This design comes from an exercise in tuning for small area, a short achievable clock period and few clock cycles on the open sky130 flow, not from production work. Function was not checked in any run shown here: the RTL went through the layout flow alone. No activity file was given, so power comes from the tool's default toggle rates.

<file path="flow/run.sh">
#!/bin/bash
# synth_recipe.tcl (not shown) runs the flow's synth.tcl, then flattens the netlist and writes it again
# the make line also repeats each setting of config.mk as NAME=value (left out here)
make -C /OpenROAD-flow-scripts/flow DESIGN_CONFIG=/design/flow/config.mk WORK_HOME=/design/flow/orfs CLKGATE_MAP_FILE= SYNTH_SCRIPT=/design/flow/synth_recipe.tcl finish
</file>
<file path="flow/config.mk">
export PLATFORM = sky130hd
export DESIGN_NAME = FFT16_RTL
export DESIGN_NICKNAME = FFT16_RTL
export VERILOG_FILES = /design/flow/design.v
export SDC_FILE = /design/flow/constraint.sdc
export NUM_CORES = 8
export LEC_CHECK = 0
export ABC_CLOCK_PERIOD_IN_PS = 3000
export CAP_MARGIN = 20
export CORE_MARGIN = 2
export CORE_UTILIZATION = 60
export SETUP_SLACK_MARGIN = 5
export SLEW_MARGIN = 30
</file>
<file path="flow/constraint.sdc">
create_clock -name core_clock -period 10.0 [get_ports {clk}]
set_input_delay 2.0000 -clock core_clock [delete_from_list [all_inputs] [get_ports {clk}]]
set_output_delay 2.0000 -clock core_clock [all_outputs]
set_load 0.01 [all_outputs]
</file>
<file path="flow/design.v">
module fft_csa26 (input [25:0] a, input [25:0] b, input [25:0] c,
                  output [25:0] s, output [25:0] y);
    wire [25:0] m = (a & b) | (a & c) | (b & c);
    assign s = a ^ b ^ c;
    assign y = {m[24:0], 1'b0};
endmodule
module fft_odd_tree (input [15:0] xu, input nu, input [15:0] xv, input nv,
                     output [25:0] s, output [25:0] c);
    wire [15:0] yu = xu ^ {16{nu}};
    wire [15:0] yv = xv ^ {16{nv}};
    wire [15:0] fp = {~yu[15], yu[14:0]};
    wire [15:0] fn = { yu[15], ~yu[14:0]};
    wire [15:0] gp = {~yv[15], yv[14:0]};
    wire [15:0] gn = { yv[15], ~yv[14:0]};
    wire [25:0] t0 = {fp, 10'b0};           
    wire [25:0] t1 = {4'b0, fn, 6'b0};      
    wire [25:0] t2 = {6'b0, fn, 4'b0};      
    wire [25:0] t3 = {9'b0, fp, 1'b0};      
    wire [25:0] t4 = {1'b0, gp, 9'b0};      
    wire [25:0] t5 = {3'b0, gn, 7'b0};      
    wire [25:0] t6 = {7'b0, gp, 3'b0};      
    wire [25:0] k  = nu ? (nv ? 26'h093060a : 26'h0930482)
                        : (nv ? 26'h0930258 : 26'h09300d0);
    wire [25:0] s1, y1, s2, y2, s3, y3, s4, y4, s5, y5;
    fft_csa26 c1 (t0, t1, t2, s1, y1);
    fft_csa26 c2 (t3, t4, t5, s2, y2);
    fft_csa26 c3 (s1, y1, s2, s3, y3);
    fft_csa26 c4 (y2, t6, k,  s4, y4);
    fft_csa26 c5 (s3, y3, s4, s5, y5);
    fft_csa26 c6 (s5, y5, y4, s, c);
endmodule
module fft_p724 #(parameter [25:0] K = 26'h0) (input [15:0] x, output [25:0] s, output [25:0] c);
    wire [15:0] f = {~x[15], x[14:0]};
    wire [25:0] t0 = {1'b0, f, 9'b0};
    wire [25:0] t1 = {3'b0, f, 7'b0};
    wire [25:0] t2 = {4'b0, f, 6'b0};
    wire [25:0] t3 = {6'b0, f, 4'b0};
    wire [25:0] t4 = {8'b0, f, 2'b0};
    wire [25:0] s1, y1, s2, y2, s3, y3;
    fft_csa26 c1 (t0, t1, t2, s1, y1);
    fft_csa26 c2 (t3, t4, K,  s2, y2);
    fft_csa26 c3 (s1, y1, s2, s3, y3);
    fft_csa26 c4 (s3, y3, y2, s, c);
endmodule
module fft_t724 (input [15:0] xr, input [15:0] xi, input w6,
                 output [25:0] sr, output [25:0] cr, output [25:0] si, output [25:0] ci);
    wire [25:0] pas, pac, pbs, pbc;
    fft_p724 #(26'h295fffe) pa (xr, pas, pac);
    fft_p724 #(26'h2960000) pb (xi, pbs, pbc);
    wire [25:0] ar_s = pas ^ {26{w6}}, ar_c = pac ^ {26{w6}};
    wire [25:0] u1, v1;
    fft_csa26 c1 (pbs, pbc, ar_s, u1, v1);
    wire [25:0] u2, v2;
    fft_csa26 c2 (u1, {v1[25:1], ~w6}, ar_c, u2, v2);
    assign sr = u2;
    assign cr = {v2[25:1], ~w6};
    wire [25:0] bi_s = pbs ^ {26{w6}}, bi_c = pbc ^ {26{w6}};
    wire [25:0] u3, v3;
    fft_csa26 c3 (~pas, ~pac, bi_s, u3, v3);
    wire [25:0] u4, v4;
    fft_csa26 c4 (u3, {v3[25:1], w6}, bi_c, u4, v4);
    assign si = u4;
    assign ci = {v4[25:1], w6};
endmodule
module FFT16_RTL (
    input             clk,
    input             reset,
    input             load_en,
    input      [31:0] serial_data_in,
    output reg [31:0] serial_data_out,
    output reg        data_out_valid,
    output reg        fft_done,
    output reg        fft_core_en
);
    reg [31:0] xr;
    reg        xv;                        
    reg [3:0]  idx;                       
    reg        g8, g12, nj1, nj2, xlast;  
    reg [2:0]  xj;
    always @(posedge clk) begin
        xr    <= serial_data_in;
        g8    <= idx[3];
        g12   <= idx[3] & idx[2];
        nj1   <= (idx == 4'd12);
        nj2   <= (idx == 4'd14);
        xlast <= (idx == 4'd15);
        xj    <= idx[2:0];
        if (reset) begin
            xv  <= 1'b0;
            idx <= 4'd0;
        end else begin
            xv <= load_en;
            if (load_en) idx <= idx + 4'd1;
        end
    end
    reg [31:0] Alo0, Alo1, Alo2, Alo3;    
    reg [31:0] Ahi0, Ahi1, Ahi2, Ahi3;    
    reg [31:0] B0, B1, B2, B3;            
    reg [31:0] Bd0, Bd1, Bd2, Bd3;        
    reg [31:0] Bt;                        
    wire [15:0] xre = xr[31:16], xim = xr[15:0];
    wire [15:0] lre = Alo0[31:16], lim = Alo0[15:0];
    wire [15:0] hre = Ahi0[31:16], him = Ahi0[15:0];
    wire [15:0] s3r = xre + (g8 ? lre : 16'd0) + (g12 ? hre : 16'd0);
    wire [15:0] s3i = xim + (g8 ? lim : 16'd0) + (g12 ? him : 16'd0);
    wire [31:0] sum3 = {s3r, s3i};
    wire [15:0] d1r = (nj1 ? lim : lre) - (nj1 ? xim : xre);
    wire [15:0] d1i = (nj1 ? xre : lim) - (nj1 ? lre : xim);
    wire [31:0] d1 = {d1r, d1i};
    wire [15:0] ha = nj2 ? him : hre, la = nj2 ? lim : lre, xa = nj2 ? xim : xre;
    wire [15:0] hb = nj2 ? hre : him, lb = nj2 ? lre : lim, xb = nj2 ? xre : xim;
    wire [15:0] pa1 = ha, pa2 = ~la, pa3 = ~xa;
    wire [15:0] pb1 = hb ^ {16{nj2}}, pb2 = lb ^ {16{~nj2}}, pb3 = xb ^ {16{~nj2}};
    wire [15:0] sa = pa1 ^ pa2 ^ pa3;
    wire [15:0] ma = (pa1 & pa2) | (pa1 & pa3) | (pa2 & pa3);
    wire [15:0] sb = pb1 ^ pb2 ^ pb3;
    wire [15:0] mb = (pb1 & pb2) | (pb1 & pb3) | (pb2 & pb3);
    wire [15:0] dar = sa - ~{ma[14:0], 1'b1};
    wire [15:0] dai = sb - ~{mb[14:0], ~nj2};
    wire [31:0] d2a = {dar, dai};
    reg       run;
    reg [4:0] pc;
    always @(posedge clk) begin
        if (reset) begin
            run <= 1'b0;
            pc  <= 5'd0;
        end else if (xv & xlast) begin
            run <= 1'b1;
            pc  <= 5'd1;
        end else if (run) begin
            pc <= pc + 5'd1;
            if (pc == 5'd20) run <= 1'b0;
        end
    end
    reg        e2v;
    reg [3:0]  e2s;                       
    wire [31:0] Bsel = ({32{e2s[0]}} & B0) | ({32{e2s[1]}} & B1) |
                       ({32{e2s[2]}} & B2) | ({32{e2s[3]}} & B3);
    wire [15:0] bre = Bsel[31:16], bim = Bsel[15:0];
    wire [15:0] tre = Bt[31:16],   tim = Bt[15:0];
    wire [31:0] e2sum = {bre + tre, bim + tim};
    wire        e2nj  = e2s[2];
    wire [15:0] e2dr  = (e2nj ? bim : bre) - (e2nj ? tim : tre);
    wire [15:0] e2di  = (e2nj ? tre : bim) - (e2nj ? bre : tim);
    wire [31:0] e2dif = {e2dr, e2di};
    reg [31:0] Min;
    reg        Mv;
    reg        f_odd, f_724, f_17, f_nut, f_nvt, f_nui, f_nvi, f_w6;
    reg [7:0]  Mdst;    
    reg        Mb1;
    reg [2:0]  k;
    reg [31:0] msrc;
    reg [7:0]  mdst;
    reg        mb1;
    wire ld_s1 = xv & g8;
    wire ld_a3 = run & (pc == 5'd1);
    wire ld_a1 = run & (pc == 5'd2);
    wire ld_b3 = e2v & e2s[3];
    wire ld_b1 = run & (pc == 5'd4);
    always @(*) begin
        mb1 = 1'b0;
        if (ld_s1) begin
            msrc = d1; k = (xj[1:0] == 2'd0) ? 3'd0 : xj;
            mdst = xj[2] ? 8'b0001_0000 : (8'b0000_0001 << xj[1:0]);
        end else if (ld_a3) begin
            msrc = Alo3; k = 3'd6; mdst = 8'b0010_0000;
        end else if (ld_a1) begin
            msrc = Alo1; k = 3'd2; mdst = 8'b0100_0000;
        end else if (ld_b3) begin
            msrc = e2dif; k = 3'd6; mdst = 8'b1000_0000;
        end else begin
            msrc = Bd1; k = 3'd2; mdst = 8'b1000_0000; mb1 = 1'b1;
        end
    end
    always @(posedge clk) begin
        if (reset) Mv <= 1'b0;
        else Mv <= ld_s1 | ld_a3 | ld_a1 | ld_b3 | ld_b1;
        Min   <= msrc;
        Mdst  <= mdst;
        Mb1   <= mb1;
        f_odd <= k[0];
        f_724 <= (k == 3'd2) | (k == 3'd6);
        f_17  <= (k == 3'd1) | (k == 3'd7);
        f_nut <= (k == 3'd7);
        f_nvt <= (k == 3'd5);
        f_nui <= (k != 3'd1);
        f_nvi <= (k != 3'd3);
        f_w6  <= (k == 3'd6);
    end
    wire [15:0] mr = Min[31:16], mi = Min[15:0];
    wire [25:0] osr, ocr, osi, oci;
    fft_odd_tree otr (.xu(f_17 ? mr : mi), .nu(f_nut), .xv(f_17 ? mi : mr), .nv(f_nvt),
                      .s(osr), .c(ocr));
    fft_odd_tree oti (.xu(f_17 ? mi : mr), .nu(f_nui), .xv(f_17 ? mr : mi), .nv(f_nvi),
                      .s(osi), .c(oci));
    wire [25:0] wsr, wcr, wsi, wci;
    fft_t724 wt (.xr(mr), .xi(mi), .w6(f_w6), .sr(wsr), .cr(wcr), .si(wsi), .ci(wci));
    wire f_pass = ~f_odd & ~f_724;
    wire [25:0] csr = ({26{f_odd}} & osr) | ({26{f_724}} & wsr) | ({26{f_pass}} & {mr, 10'b0});
    wire [25:0] ccr = ({26{f_odd}} & ocr) | ({26{f_724}} & wcr);
    wire [25:0] csi = ({26{f_odd}} & osi) | ({26{f_724}} & wsi) | ({26{f_pass}} & {mi, 10'b0});
    wire [25:0] cci = ({26{f_odd}} & oci) | ({26{f_724}} & wci);
    wire [10:0] lor = {1'b0, csr[9:0]} + {1'b0, ccr[9:0]};
    wire [10:0] loi = {1'b0, csi[9:0]} + {1'b0, cci[9:0]};
    reg [15:0] Sr, Cr, Si, Ci;
    reg        cr10, ci10;
    reg [7:0]  Tdst;
    reg        Tb1;
    always @(posedge clk) begin
        Sr <= csr[25:10]; Cr <= ccr[25:10]; cr10 <= lor[10];
        Si <= csi[25:10]; Ci <= cci[25:10]; ci10 <= loi[10];
        Tdst <= (reset | ~Mv) ? 8'd0 : Mdst;
        Tb1  <= Mb1;
    end
    wire [15:0] rr = Sr + Cr + {15'd0, cr10};
    wire [15:0] ri = Si + Ci + {15'd0, ci10};
    wire [31:0] mres = {rr, ri};
    always @(posedge clk) begin
        if (reset) e2v <= 1'b0;
        else e2v <= Tdst[4];
        e2s <= (4'b0001 << Tb1_j);
    end
    reg [1:0] Mj, Tj, Tb1_j;
    always @(posedge clk) begin
        Mj <= xj[1:0];
        Tj <= Mj;
    end
    always @(*) Tb1_j = Tj;
    always @(posedge clk) begin
        if (xv) begin
            Ahi0 <= Ahi1; Ahi1 <= Ahi2; Ahi2 <= Ahi3; Ahi3 <= sum3;
            Alo0 <= Alo1; Alo1 <= Alo2; Alo2 <= Alo3; Alo3 <= g12 ? d2a : Ahi0;
        end else begin
            if (Tdst[6]) Alo1 <= mres;
            if (Tdst[5]) Alo3 <= mres;
        end
        if (Tdst[4]) Bt <= mres;
        if (Tdst[0] | (e2v & e2s[0])) B0 <= Tdst[0] ? mres : e2sum;
        if (Tdst[1] | (e2v & e2s[1])) B1 <= Tdst[1] ? mres : e2sum;
        if (Tdst[2] | (e2v & e2s[2])) B2 <= Tdst[2] ? mres : e2sum;
        if (Tdst[3] | (e2v & e2s[3])) B3 <= Tdst[3] ? mres : e2sum;
        if (e2v & e2s[0]) Bd0 <= e2dif;
        if ((Tdst[7] & Tb1) | (e2v & e2s[1])) Bd1 <= (Tdst[7] & Tb1) ? mres : e2dif;
        if (e2v & e2s[2]) Bd2 <= e2dif;
        if (Tdst[7] & ~Tb1) Bd3 <= mres;
    end
    reg        oact;                      
    reg [3:0]  ok;                        
    reg [3:0]  orow;                      
    reg        xsel, ngr, ngq_r, ngs_r, ngq_i, ngs_i, k2, olast_n;
    wire [3:0] okn = oact ? ok + 4'd1 : 4'd0;
    wire [1:0] mdn = okn[3:2];            
    always @(posedge clk) begin
        if (reset) oact <= 1'b0;
        else if (run & pc == 5'd3) oact <= 1'b1;
        else if (ok == 4'd15) oact <= 1'b0;
        ok      <= okn;
        orow    <= 4'b0001 << okn[1:0];
        xsel    <= mdn[0];
        ngr     <= mdn[0];
        ngq_r   <= mdn[1];
        ngs_r   <= mdn[0] ^ mdn[1];
        ngq_i   <= mdn[0] ^ mdn[1];
        ngs_i   <= mdn[1];
        k2      <= mdn[0] | mdn[1];
        olast_n <= (okn == 4'd15);
    end
    wire [31:0] P = ({32{orow[0]}} & Ahi0) | ({32{orow[1]}} & B0) |
                    ({32{orow[2]}} & Alo0) | ({32{orow[3]}} & Bd0);
    wire [31:0] Q = ({32{orow[0]}} & Ahi1) | ({32{orow[1]}} & B1) |
                    ({32{orow[2]}} & Alo1) | ({32{orow[3]}} & Bd1);
    wire [31:0] R = ({32{orow[0]}} & Ahi2) | ({32{orow[1]}} & B2) |
                    ({32{orow[2]}} & Alo2) | ({32{orow[3]}} & Bd2);
    wire [31:0] S = ({32{orow[0]}} & Ahi3) | ({32{orow[1]}} & B3) |
                    ({32{orow[2]}} & Alo3) | ({32{orow[3]}} & Bd3);
    wire [15:0] ar_ = P[31:16];
    wire [15:0] br_ = R[31:16] ^ {16{ngr}};
    wire [15:0] cr_ = (xsel ? Q[15:0] : Q[31:16]) ^ {16{ngq_r}};
    wire [15:0] dr_ = (xsel ? S[15:0] : S[31:16]) ^ {16{ngs_r}};
    wire [15:0] ai_ = P[15:0];
    wire [15:0] bi_ = R[15:0] ^ {16{ngr}};
    wire [15:0] ci_ = (xsel ? Q[31:16] : Q[15:0]) ^ {16{ngq_i}};
    wire [15:0] di_ = (xsel ? S[31:16] : S[15:0]) ^ {16{ngs_i}};
    wire [15:0] s1r = ar_ ^ br_ ^ cr_;
    wire [15:0] m1r = (ar_ & br_) | (ar_ & cr_) | (br_ & cr_);
    wire [15:0] c1r = {m1r[14:0], k2};
    wire [15:0] s1i = ai_ ^ bi_ ^ ci_;
    wire [15:0] m1i = (ai_ & bi_) | (ai_ & ci_) | (bi_ & ci_);
    wire [15:0] c1i = {m1i[14:0], k2};
    wire [15:0] m2r = (s1r & c1r) | (s1r & dr_) | (c1r & dr_);
    wire [15:0] m2i = (s1i & c1i) | (s1i & di_) | (c1i & di_);
    reg [15:0] OSr, OCr, OSi, OCi;
    reg        ov1, olast;
    always @(posedge clk) begin
        OSr <= s1r ^ c1r ^ dr_;
        OCr <= {m2r[14:0], k2};
        OSi <= s1i ^ c1i ^ di_;
        OCi <= {m2i[14:0], k2};
        olast <= olast_n & oact;
        ov1 <= reset ? 1'b0 : oact;
    end
    always @(posedge clk) begin
        if (ov1) serial_data_out <= {OSr + OCr, OSi + OCi};
        if (reset) begin
            data_out_valid <= 1'b0;
            fft_done       <= 1'b0;
            fft_core_en    <= 1'b0;
        end else begin
            data_out_valid <= ov1;
            fft_done       <= ov1 & olast;
            if (load_en && idx == 4'd15) fft_core_en <= 1'b1;
            else if (ov1 & olast)        fft_core_en <= 1'b0;
        end
    end
endmodule
</file>
==> results of run 1 <==
-- stage by stage --
| step | cell area, um^2 | setup WS, ps | std cells |
|---|---|---|---|
| after global placement | 61000 | 5110 | 6625 |
| after CTS | 64300 | 5110 | 6803 |
| final | 64400 | 5180 | 6815 |
| after global routing | 64400 | 5030 | 6809 |
| after floorplan | 59000 | 5410 | 5442 |
| after detailed placement | 61100 | 5090 | 6625 |
-- layout make-up --
cell class / instances / area (um^2) / share of cell area, %
inverters: 592 / 2220 / 3.45
multi-input cells: 3762 / 33400 / 51.8
flip-flops and latches: 841 / 22700 / 35.2
well taps: 1287 / 1610 / 2.50
clock inverters: 50 / 614 / 0.954
repair buffers: 143 / 1270 / 1.97
diodes: 12 / 30.0 / 0.0466
clock buffers: 128 / 2610 / 4.06
-- state kept, by name, summed over array words and instances, names as in the netlist, 32 cells and up --
signal	count
Bd2	32
Bd1	32
Min	32
Ahi1	32
serial_data_out	32
Alo1	32
Bt	32
Bd0	32
Alo0	32
B1	32
Ahi2	32
xr	32
B2	32
Alo3	32
Ahi0	32
Alo2	32
B3	32
Ahi3	32
B0	32
Bd3	32
-- power by group through the flow --
stage	Combinational [mW]	Sequential, mW	Clock (mW)
global route	1.63	4.02	3.76
CTS	1.48	4.01	3.62
global placement	1.44	4.08	0
floorplan	0.993	4.04	0
detailed placement	1.47	4.08	0
finish	1.52	4.02	3.60
-- cell usage in the layout (no fill, tap or decap), types with 27 or more instances in the layout --
cell             instances
a21o_1                  62
a21oi_1                185
a221oi_1                43
a222oi_1                30
a22o_1                  52
a22oi_1                230
and2_1                  73
and3_1                  30
buf_4                   71
clkbuf_16               95
clkdlybuf4s50_1         69
dfxtp_1                246
edfxtp_1               576
fa_1                   428
ha_1                   374
inv_1                  587
mux2_2                 122
mux2i_1                194
nand2_1                436
nand3_1                103
nor2_1                 184
nor2b_1                 37
nor3_1                  58
o21a_1                  27
o21ai_0                279
o22ai_1                 29
or3_1                   27
xnor2_1                353
xor2_1                 112
-- timing repair --
item                                    CTS  global route
endpoints found under the hold margin     0             0
endpoints found under the setup margin    0             6
gates resized for setup                   0             4
-- final timing paths --
check | startpoint | endpoint | depth (start not counted)
setup / recovery | nj2$_DFF_P_ | Alo3[14]$_DFFE_PP_ | 14
hold reg to reg | Mj[0]$_DFF_P_ | Tj[0]$_DFF_P_ | 0
setup reg to reg | nj2$_DFF_P_ | Alo3[14]$_DFFE_PP_ | 14
hold / removal | Mj[0]$_DFF_P_ | Tj[0]$_DFF_P_ | 0
-- critical path: stages, from the launching register on --
cell and delay [ps]:
dfxtp_4 570, buf_6 420, mux2i_1 170, fa_1 560, ha_1 220, inv_1 80, fa_1 480, a21oi_1 150
o21ai_0 160, a211oi_1 460, o21ai_0 390, a31oi_1 440, o31ai_1 130, mux2i_1 140, a2bb2oi_1 150
-- metal layers --
layer,up-vias,track usage (%)
li1,19122,-
met1,21656,53.7
met2,2556,59.1
met3,408,9.72
met4,2,16.7
met5,-,0.757
-- cell families (layout without fill, tap and decap cells) --
kind of cell	Yosys count	after routing	synth area share, %
compound gates	1144	1144	13.2
fa+ha+maj	805	805	22.5
flops	841	841	38.3
other cells	0	12	0
mux	318	318	5.66
simple gates	1020	1020	7.89
xor+xnor	475	475	7.08
buf+inv	839	913	5.34
==> out/metrics.yaml, run 1 <==
postCtsSetupBuffers: 0
synth-edff-count: 576
critPathMaxFanout: 41
synth_ff_type: "edfxtp_1"
finalCritPeriodShare_pct: 48.2
synth.largest_area_cell: "edfxtp_1"
switching_share_pct: 28.6
power_frac_clock_pct: 39.4
io_buffers: 69
clk_pin_slew_ps: 70
start_util_pct: 60.2
seqPwrFrac_pct: 44.0
dieArea_um2: 101000
fmax_mhz: 208
antenna_found_initial: 15
wl_met3_um: 23700
intPower_mw: 6.52
synth_cells: 5442
synth-seq-cells: 841
finalSetupTns_ps: 0
clock_sink_count: 841
hold_path_class: "register to register"
cts_tree: "yes"
fillers: 7829
yosys.cell_types.count: 81
wirelength_met1_um: 77900
syn_nets: 6279
ioPinCount: 70
h-tree-depth: 3
start_kind: "register"
dr.pass1.iters: 8
slew_headroom_pct: 22.9
ys_warn_count: 1
fin_crit_ps: 4820
routabilityCongestion: 0.956
finalWirelength_um: 198000
synthToLayoutAreaGrowth_pct: 9.11
drv_cap: 0
wl_met2_um: 86800
vias_per_cell: 6.42
hold_slack_ps: 323
post_drt_wl_per_cell_um: 29.1
drc: 0
setup_violations: 0
place_hpwl_um: 150000
power_leakage_nw: 25.6
drt-initial-drc-count: 6064
synth.avg_cell_area_um2: 10.8
die_height_um: 318
worst_slew_pin_slew_ps: 1160
synth_commonest_cells: "inv_1 (587), edfxtp_1 (576), nand2_1 (438), fa_1 (428), ha_1 (374)"
yosysMostFrequentCell: "inv_1"
criticalPathCategory: "register to register"
grt_max_degree: 154
ir_drop_mv: 0.147
slew_viol_final: 0
cts_root_buf: "clkbuf_16"
finalPower_mw: 9.14
grt_use_total_pct: 39.1
layout.nets: 6271
required_ps: 10430
ant_nets: 0
skew_ps: 56.9
coreArea_um2: 98000
r2r_setup_slack_ps: 5180
worstPathArrival_ps: 5250
yosysSeqAreaShare_pct: 38.3
hold_viol: 0
worstSkewPairLatency_ps: 750
grt_pass1_vias: 42857
outcome: "no timing/DRC/antenna violations"
async_flop_share_pct: 0
dr_total_vias: 43744
top_layer: "met5"
synth_top_area_share_pct: 29.3
power_density_nw_per_um2: 142
drive_above_1_share_pct: 7.72
syn_area_um2: 59000
rows: 115
fin_util_pct: 65.7
cts_max_path_buffers: 3
p_comb_share_pct: 16.6
fp.dieW_um: 318
grt_pass1_wl_um: 287000
rsz0062_at_grt: "no"
worstSetupEndpointType: "register"
hold_buffers: 0
switching_power_mw: 2.62
cts_buffers: 94
grt_overflow: 0
synth_area_leaders: "edfxtp_1 (29%), fa_1 (15%), dfxtp_1 (9.0%)"
==> inputs of run 2 (changes only) <==
--- a/flow/config.mk
+++ b/flow/config.mk
@@ -6,8 +6,6 @@
 export NUM_CORES = 8
 export LEC_CHECK = 0
-export ABC_CLOCK_PERIOD_IN_PS = 3000
 export CAP_MARGIN = 20
 export CORE_MARGIN = 2
-export CORE_UTILIZATION = 60
-export SETUP_SLACK_MARGIN = 5
+export CORE_UTILIZATION = 40
 export SLEW_MARGIN = 30
==> run 2 against run 1 <==
Still clean on timing, DRC and antenna; non-clock buffer count is 2 lower; die area is 49% higher; first-iteration DRC count fell by 9.3%; sequential power about the same; count of clock-buffer cells in the layout increased by 12; design area rose by 1.2%; final cell count is 9.1% higher; synthesized cell count stayed put; sequential share of layout area decreased by 0.39 points; critical path type unchanged; largest power group unchanged.
==> out/metrics.yaml, run 2 <==
setup_violations: 0  # unchanged
synth.largest_area_cell: "edfxtp_1"
p_comb_share_pct: 16.6  # about the same
start_util_pct: 40.4  # -20 points
die_height_um: 388  # +22%
yosysMostFrequentCell: "inv_1"
wl_met3_um: 21800  # -8.1%
grt_pass1_vias: 42453  # -0.94%
hold_viol: 0  # unchanged
synth.avg_cell_area_um2: 10.8  # unchanged
r2r_setup_slack_ps: 4610  # -580 ps
worst_slew_pin_slew_ps: 1130  # -23.4 ps
path_cells: "mux2i_1 > fa_1 > inv_1 > ha_1 > o21a_1 > o31ai_1 > a211oi_1 > nor3_1 > o41ai_1 > xnor2_1 > a21oi_1 > a21o_1"
ioPinCount: 70  # unchanged
yosysSeqAreaShare_pct: 38.3  # unchanged
cts_buffers: 95  # +1.1%
switching_power_mw: 2.63  # +0.36%
synth_ff_type: "edfxtp_1"
worst_slack_ps: 4610  # -575 ps
coreArea_um2: 146000  # +49%
drv_cap: 0  # unchanged
hold_buffers: 0  # unchanged
rr_worst_depth: 12  # -2
synth-edff-count: 576  # unchanged
hold_end: "Tj[0]$_DFF_P_"
grt_max_degree: 81  # -47%
vias_per_cell: 5.86  # -8.7%
reg2reg_to: "Alo3[15]$_DFFE_PP_"
r2r-start: "nj2$_DFF_P_"
power_leakage_nw: 25.6  # about the same
syn_nets: 6279  # unchanged
clk_pin_slew_ps: 60  # about the same
fp.dieW_um: 388  # +22%
place_ws_ps: 4840  # -251 ps
fin_crit_ps: 5390  # +575 ps
post_drt_wl_per_cell_um: 27.8  # -4.4%
drive_above_1_share_pct: 7.82  # +0.092 points
io_buffers: 69  # unchanged
worstSkewPairLatency_ps: 740  # about the same
ant_nets: 0  # unchanged
top_layer: "met5"
h-tree-depth: 3  # unchanged
yosys.cell_types.count: 81  # unchanged
layout.nets: 6270  # -0.016%
skew_ps: 59.0  # +2.03 ps
clock_sink_count: 841  # unchanged
async_flop_share_pct: 0  # unchanged
grt_overflow: 0  # unchanged
critPathMaxFanout: 64  # +56%
dr_total_vias: 43569  # -0.40%
rows: 140  # +22%
synth-seq-cells: 841  # unchanged
synth_cells: 5442  # unchanged
cts_resized: 0  # unchanged
hold-path-cell-count: 0  # unchanged
synth_commonest_cells: "inv_1 (587), edfxtp_1 (576), nand2_1 (438), fa_1 (428), ha_1 (374)"
cp_slowest_cell: "o41ai_1"
slew_viol_final: 0  # unchanged
synth_top_area_share_pct: 29.3  # unchanged
final_cell_mix: "inv_1 (587), edfxtp_1 (576), nand2_1 (436)"
synthToLayoutAreaGrowth_pct: 10.4
finalWirelength_um: 206000  # +4.3%
routabilityCongestion: 0.975  # +2.0%
switching_share_pct: 28.7  # about the same
fillers: 13653  # +74%
synth_area_leaders: "edfxtp_1 (29%), fa_1 (15%), dfxtp_1 (9.0%)"
ir_drop_mv: 0.144  # -1.9%
grt_pass1_wl_um: 298000  # +3.8%
required_ps: 10440  # about the same
finalCritPeriodShare_pct: 53.9  # +5.8 points
drt-initial-drc-count: 5498  # -9.3%
dieArea_um2: 151000  # +49%
criticalPathCategory: "register to register"
final_common_cell: "inv_1"
fmax_mhz: 185  # -11%
seqPwrFrac_pct: 43.8  # -0.2 points
hold_path_class: "register to register"
cts_tree: "yes"
worstSetupEndpointType: "register"
hold_start: "Mj[0]$_DFF_P_"
postCtsSetupBuffers: 0  # unchanged
worstPathArrival_ps: 5840  # +590 ps
power_density_nw_per_um2: 141  # -0.86%
syn_area_um2: 59000  # unchanged
power_frac_clock_pct: 39.6  # +0.2 points
cts_max_path_buffers: 3  # unchanged
antenna_found_initial: 13  # -2
wirelength_met1_um: 84700  # +8.7%
dr.pass1.iters: 10  # +2
finalSetupTns_ps: 0  # unchanged
grt_use_total_pct: 27.0  # -12 points
cpPeakStageDelay_ps: 1020  # +450 ps
outcome: "no timing/DRC/antenna violations"
start_kind: "register"
ys_warn_count: 1  # unchanged
wl_met2_um: 91600  # +5.4%
slew_headroom_pct: 24.5  # +1.6 points
rsz0062_at_grt: "no"
drc: 0  # unchanged
place_hpwl_um: 155000  # +3.8%
intPower_mw: 6.54  # +0.26%
cts_root_buf: "clkbuf_16"
[run 2: cell counts after synthesis]
Identical to the previous run, type by type.
[run 2: how the worst max path moves through the flow]
stage	from	to	slack [ps]	cells after the start
6_report	nj2$_DFF_P_	Alo3[15]$_DFFE_PP_	4610	12
5_1_grt	nj2$_DFF_P_	Alo3[15]$_DFFE_PP_	4550	12
4_1_cts	nj2$_DFF_P_	Alo3[15]$_DFFE_PP_	4810	12
3_3_place_gp	nj2$_DFF_P_	Alo3[15]$_DFFE_PP_	4860	12
2_1_floorplan	xv$_SDFF_PP0_	Min[25]$_DFF_P_	3500	7
3_5_place_dp	nj2$_DFF_P_	Alo3[15]$_DFFE_PP_	4840	12
[run 2: cells by family (layout without fill, tap and decap cells)]
| kind of cell | after synthesis | in the layout | share of synthesized area (%) |
|---|---|---|---|
| XOR/XNOR | 475 | 475 | 7.08 |
| flip-flops | 841 | 841 | 38.3 |
| multiplexers | 318 | 318 | 5.66 |
| AND/OR/NAND/NOR | 1020 | 1020 | 7.89 |
| adder cells (fa/ha/maj) | 805 | 805 | 22.5 |
| AO/OA/AOI/OAI | 1144 | 1144 | 13.2 |
| other | 0 | 3 | 0 |
| buffers and inverters | 839 | 912 | 5.34 |
[run 2: metal layers]
layer  track usage [%]  up-vias
met5                 0        -
met4              9.62       10
met3              5.46      396
met2              41.8     2351
met1              37.5    21731
li1                  -    19081
[run 2: cell type report]
type	instances	area (um^2)	share of cell area, %
inverters	592	2220	3.42
clock buffers	140	2830	4.35
diodes	3	7.51	0.0115
well taps	1917	2400	3.68
flip-flops and latches	841	22700	34.8
multi-input cells	3762	33400	51.2
clock inverters	39	405	0.623
repair buffers	141	1230	1.90
[run 2: critical path, delay by kind of cell, from the launching register on]
family                     cells  cell delay [ps]
xor gates and xnor gates       1              200
AOI/OAI and AO/OA              6             2370
adders and majority gates      2              980
muxes                          1              230
DFF                            1              970
and+or+nand+nor                1              260
buffers and inverters          1               60
[run 2: through the flow]
stage | hold slack (ps) | util (%) | power, mW | instances | area, um^2
after global placement | 313 | 42.3 | 5.53 | 7253 | 61800
after detailed placement | 313 | 42.3 | 5.57 | 7253 | 61900
final | 327 | 44.6 | 9.16 | 7435 | 65100
after floorplan | 310 | - | 5.04 | 5442 | 59000
after global routing | 334 | 44.6 | 9.43 | 7432 | 65100
after CTS | 327 | 44.6 | 9.14 | 7432 | 65100
[run 2: power groups by stage]
stage / logic [mW] / registers [mW] / clock network, mW
3_5_place_dp: 1.48 / 4.09 / 0
6_report: 1.52 / 4.01 / 3.63
4_1_cts: 1.49 / 4.01 / 3.65
3_3_place_gp: 1.45 / 4.08 / 0
2_1_floorplan: 0.993 / 4.04 / 0
5_1_grt: 1.64 / 4.02 / 3.77
==> inputs of run 3 (changes only) <==
==> flow/flow/run.sh (new file) <==
#!/bin/bash
set -euo pipefail
bash standard.sh SETUP_SLACK_MARGIN=6.8 finish > standard.log 2>&1
==> flow/standard.sh (new file) <==
#!/bin/bash
# synth_recipe.tcl (not shown) runs the flow's synth.tcl, then flattens the netlist and writes it again
# the make line also repeats each setting of config.mk as NAME=value (left out here)
make -C /OpenROAD-flow-scripts/flow DESIGN_CONFIG=/design/flow/config.mk WORK_HOME=/design/flow/orfs CLKGATE_MAP_FILE= SYNTH_SCRIPT=/design/flow/synth_recipe.tcl "${@:-finish}"
--- a/flow/config.mk
+++ b/flow/config.mk
@@ -6,6 +6,8 @@
 export NUM_CORES = 8
 export LEC_CHECK = 0
+export ABC_CLOCK_PERIOD_IN_PS = 3000
 export CAP_MARGIN = 20
 export CORE_MARGIN = 2
-export CORE_UTILIZATION = 40
+export CORE_UTILIZATION = 60
+export SETUP_SLACK_MARGIN = 5
 export SLEW_MARGIN = 30
removed: flow/run.sh
==> run 3 against run 2 <==
Synthesized cell count unchanged; via count up 8.6%; flip-flop and latch count stayed put; largest power group unchanged; die area fell by 33%; count of clock-buffer cells in the layout fell by 24; wire length rose by 8.9%; clock skew shrank 34 ps; first-iteration DRC count up 8.9%; critical path depth rose by 1; non-clock buffer count increased by 386.
==> out/metrics.yaml, run 3 <==
slew_headroom_pct: 30.9  # +6.4 points
synth.avg_cell_area_um2: 10.8  # unchanged
syn_area_um2: 59000  # unchanged
drc: 0  # unchanged
grt_pass1_wl_um: 314000  # +5.5%
final_cell_mix: "edfxtp_1 (576), inv_1 (521), nand2_1 (418)"
cp_slowest_cell: "fa_2"
skew_ps: 25.2  # -33.8 ps
yosysMostFrequentCell: "inv_1"
start_util_pct: 60.2  # +20 points
grt_max_degree: 128  # +58%
fmax_mhz: 247  # +33%
criticalPathCategory: "register to register"
ir_drop_mv: 0.125  # -13%
finalCritPeriodShare_pct: 40.5  # -13 points
syn_nets: 6279  # unchanged
synth.largest_area_cell: "edfxtp_1"
cts_root_buf: "clkbuf_16"
post_drt_wl_per_cell_um: 31.3  # +13%
rsz0062_at_grt: "yes"
finalWirelength_um: 225000  # +8.9%
ioPinCount: 70  # unchanged
hold_viol: 0  # unchanged
routabilityCongestion: 1.00  # +2.6%
grt_use_total_pct: 43.0  # +16 points
dieArea_um2: 101000  # -33%
stdcell_count: 7188  # -3.3%
synth_top_area_share_pct: 29.3  # unchanged
synthToLayoutAreaGrowth_pct: 24.4
yosys.cell_types.count: 81  # unchanged
clock_sink_count: 841  # unchanged
antenna_found_initial: 18  # +5
fp.dieW_um: 318  # -18%
finalPower_mw: 9.79  # +6.8%
synth-seq-cells: 841  # unchanged
io_buffers: 69  # unchanged
critPathTopFamily: "adder cells"
synth_commonest_cells: "inv_1 (587), edfxtp_1 (576), nand2_1 (438), fa_1 (428), ha_1 (374)"
cts_buffers: 93  # -2.1%
rows: 115  # -18%
place_hpwl_um: 152000  # -2.0%
async_flop_share_pct: 0  # unchanged
setup_violations: 0  # unchanged
synth_area_leaders: "edfxtp_1 (29%), fa_1 (15%), dfxtp_1 (9.0%)"
cts_max_path_buffers: 3  # unchanged
outcome: "no timing/DRC/antenna violations"
required_ps: 10520  # +80 ps
worst_path_most_repeated_cell: "fa_2"
place_inst: 6615  # -8.8%
power_density_nw_per_um2: 133  # -5.2%
clk_pin_slew_ps: 60  # about the same
yosysSeqAreaShare_pct: 38.3  # unchanged
worstSkewPairLatency_ps: 720  # -20 ps
critPathMaxFanout: 7  # -89%
crit_buf_inv: 6  # +5
drv_cap: 0  # unchanged
path_cells: "buf_6 > buf_12 > buf_16 > buf_4 > mux2i_4 > xnor2_1 > inv_1 > ha_1 > inv_1 > fa_2 > fa_2 > fa_2 > o221ai_1"
coreArea_um2: 98000  # -33%
worst_slew_pin_slew_ps: 1040  # -95.4 ps
hold_path_class: "register to register"
dr_total_vias: 47325  # +8.6%
cpPeakStageDelay_ps: 580  # -440 ps
start_kind: "register"
final_common_cell: "edfxtp_1"
fin_util_pct: 74.9  # +30 points
vias_per_cell: 6.58  # +12%
power_leakage_nw: 29.1  # +14%
h-tree-depth: 3  # unchanged
synth-edff-count: 576  # unchanged
drive_above_1_share_pct: 25.3  # +18 points
drt-initial-drc-count: 5985  # +8.9%
synth_ff_type: "edfxtp_1"
slew_viol_final: 0  # unchanged
grt_overflow: 0  # unchanged
cts_tree: "yes"
grt_pass1_vias: 46431  # +9.4%
layout.nets: 6655  # +6.1%
die_height_um: 318  # -18%
ant_nets: 0  # unchanged
synth_cells: 5442  # unchanged
fin_crit_ps: 4050  # -1350 ps
hold_buffers: 0  # unchanged
ys_warn_count: 1  # unchanged
finalSetupTns_ps: 0  # unchanged
dr.pass1.iters: 10  # unchanged
worstSetupEndpointType: "register"
worstPathArrival_ps: 4570  # -1270 ps
run 3: cell counts after synthesis:
Identical to the previous run, type by type.
run 3: logic make-up (layout without fill, tap and decap cells):
logic type	Yosys count	count (layout)	synth area share, %
other	0	3	0
adders and majority gates	805	805	22.5
buffers and inverters	839	1295	5.34
DFF	841	841	38.3
and+or+nand+nor	1020	1020	7.89
AOI/OAI and AO/OA	1144	1144	13.2
muxes	318	318	5.66
xor gates and xnor gates	475	475	7.08
run 3: area by class of cell:
cell class,instances,area (um^2)
diodes,3,7.51
clock buffers,116,2600
clock inverters,59,554
fillers,6491,24600
inverters,592,2270
multi-input cells,3762,38100
flip-flops and latches,841,22800
well taps,1287,1610
repair buffers,527,5470
repair inverters,1,16.3
run 3: power by group:
group / total (mW) / internal, mW / switching, mW
logic: 2.19 / 0.970 / 1.22
clock network: 3.60 / 2.07 / 1.53
registers: 4.01 / 3.90 / 0.102
total: 9.79 / 6.94 / 2.85
run 3: repair_timing:
item                                    in CTS  in global routing
gates cloned                                17                  0
pin swaps                                  233                221
endpoints found under the setup margin     403                322
buffers inserted                           257                119
endpoints found under the hold margin        0                  0
gates resized for setup                    897                341
run 3: stage by stage:
step / area, um^2 / hold slack, ps / worst slack, ps
final: 73400 / 333 / 5950
after global routing: 73400 / 344 / 5790
after CTS: 70700 / 325 / 5940
after detailed placement: 61400 / 312 / 5090
after global placement: 61400 / 313 / 5140
after floorplan: 59700 / 310 / 6070
run 3: final timing paths:
kind,from,end,slack [ps],cells after the start
worst max register to register,f_17$_DFF_P_,Si[7]$_DFF_P_,5950,13
worst max-delay path,f_17$_DFF_P_,Si[7]$_DFF_P_,5950,13
worst min register to register,Mj[1]$_DFF_P_,Tj[1]$_DFF_P_,330,0
worst min-delay path,Mj[1]$_DFF_P_,Tj[1]$_DFF_P_,330,0
run 3: layer usage:
metal,track usage (%),share of wire (%),up-vias
met5,0.709,0.068,-
met4,28.1,8.9,12
met3,11.0,12,940
met2,68.1,45,3333
met1,52.4,35,23123
li1,-,-,19917

## what the ideal ports hide
No port has a modelled driver above. Below, the same layouts with a new extraction and two added sets of constraints.
Step 1: set_driving_cell puts a clkbuf_16 on clk and a buf_2 on each other input, an assumption about the parent block.
Step 2 moves the port delays by t, midway between the first and last clock arrival at a register: inputs arrive t later, outputs are due t later. That takes back most of the time a late clock gives input paths.
Three values: ideal ports, drivers, drivers and shift; two values: the first two.
run	shift t [ns]	slack for setup (ns)	slew at the worst register clock pin (ns)	worst slew at a driven data input, ns	pins driven straight from the clock port
run 1	0.795	5.181 / 5.181 / 5.181	0.07 / 0.07	0.11	1
run 2	0.792	4.605 / 4.605 / 4.605	0.07 / 0.07	0.06	1
run 3	0.784	5.955 / 5.955 / 5.955	0.07 / 0.07	0.05	1
After both steps every run listed still meets setup and hold.
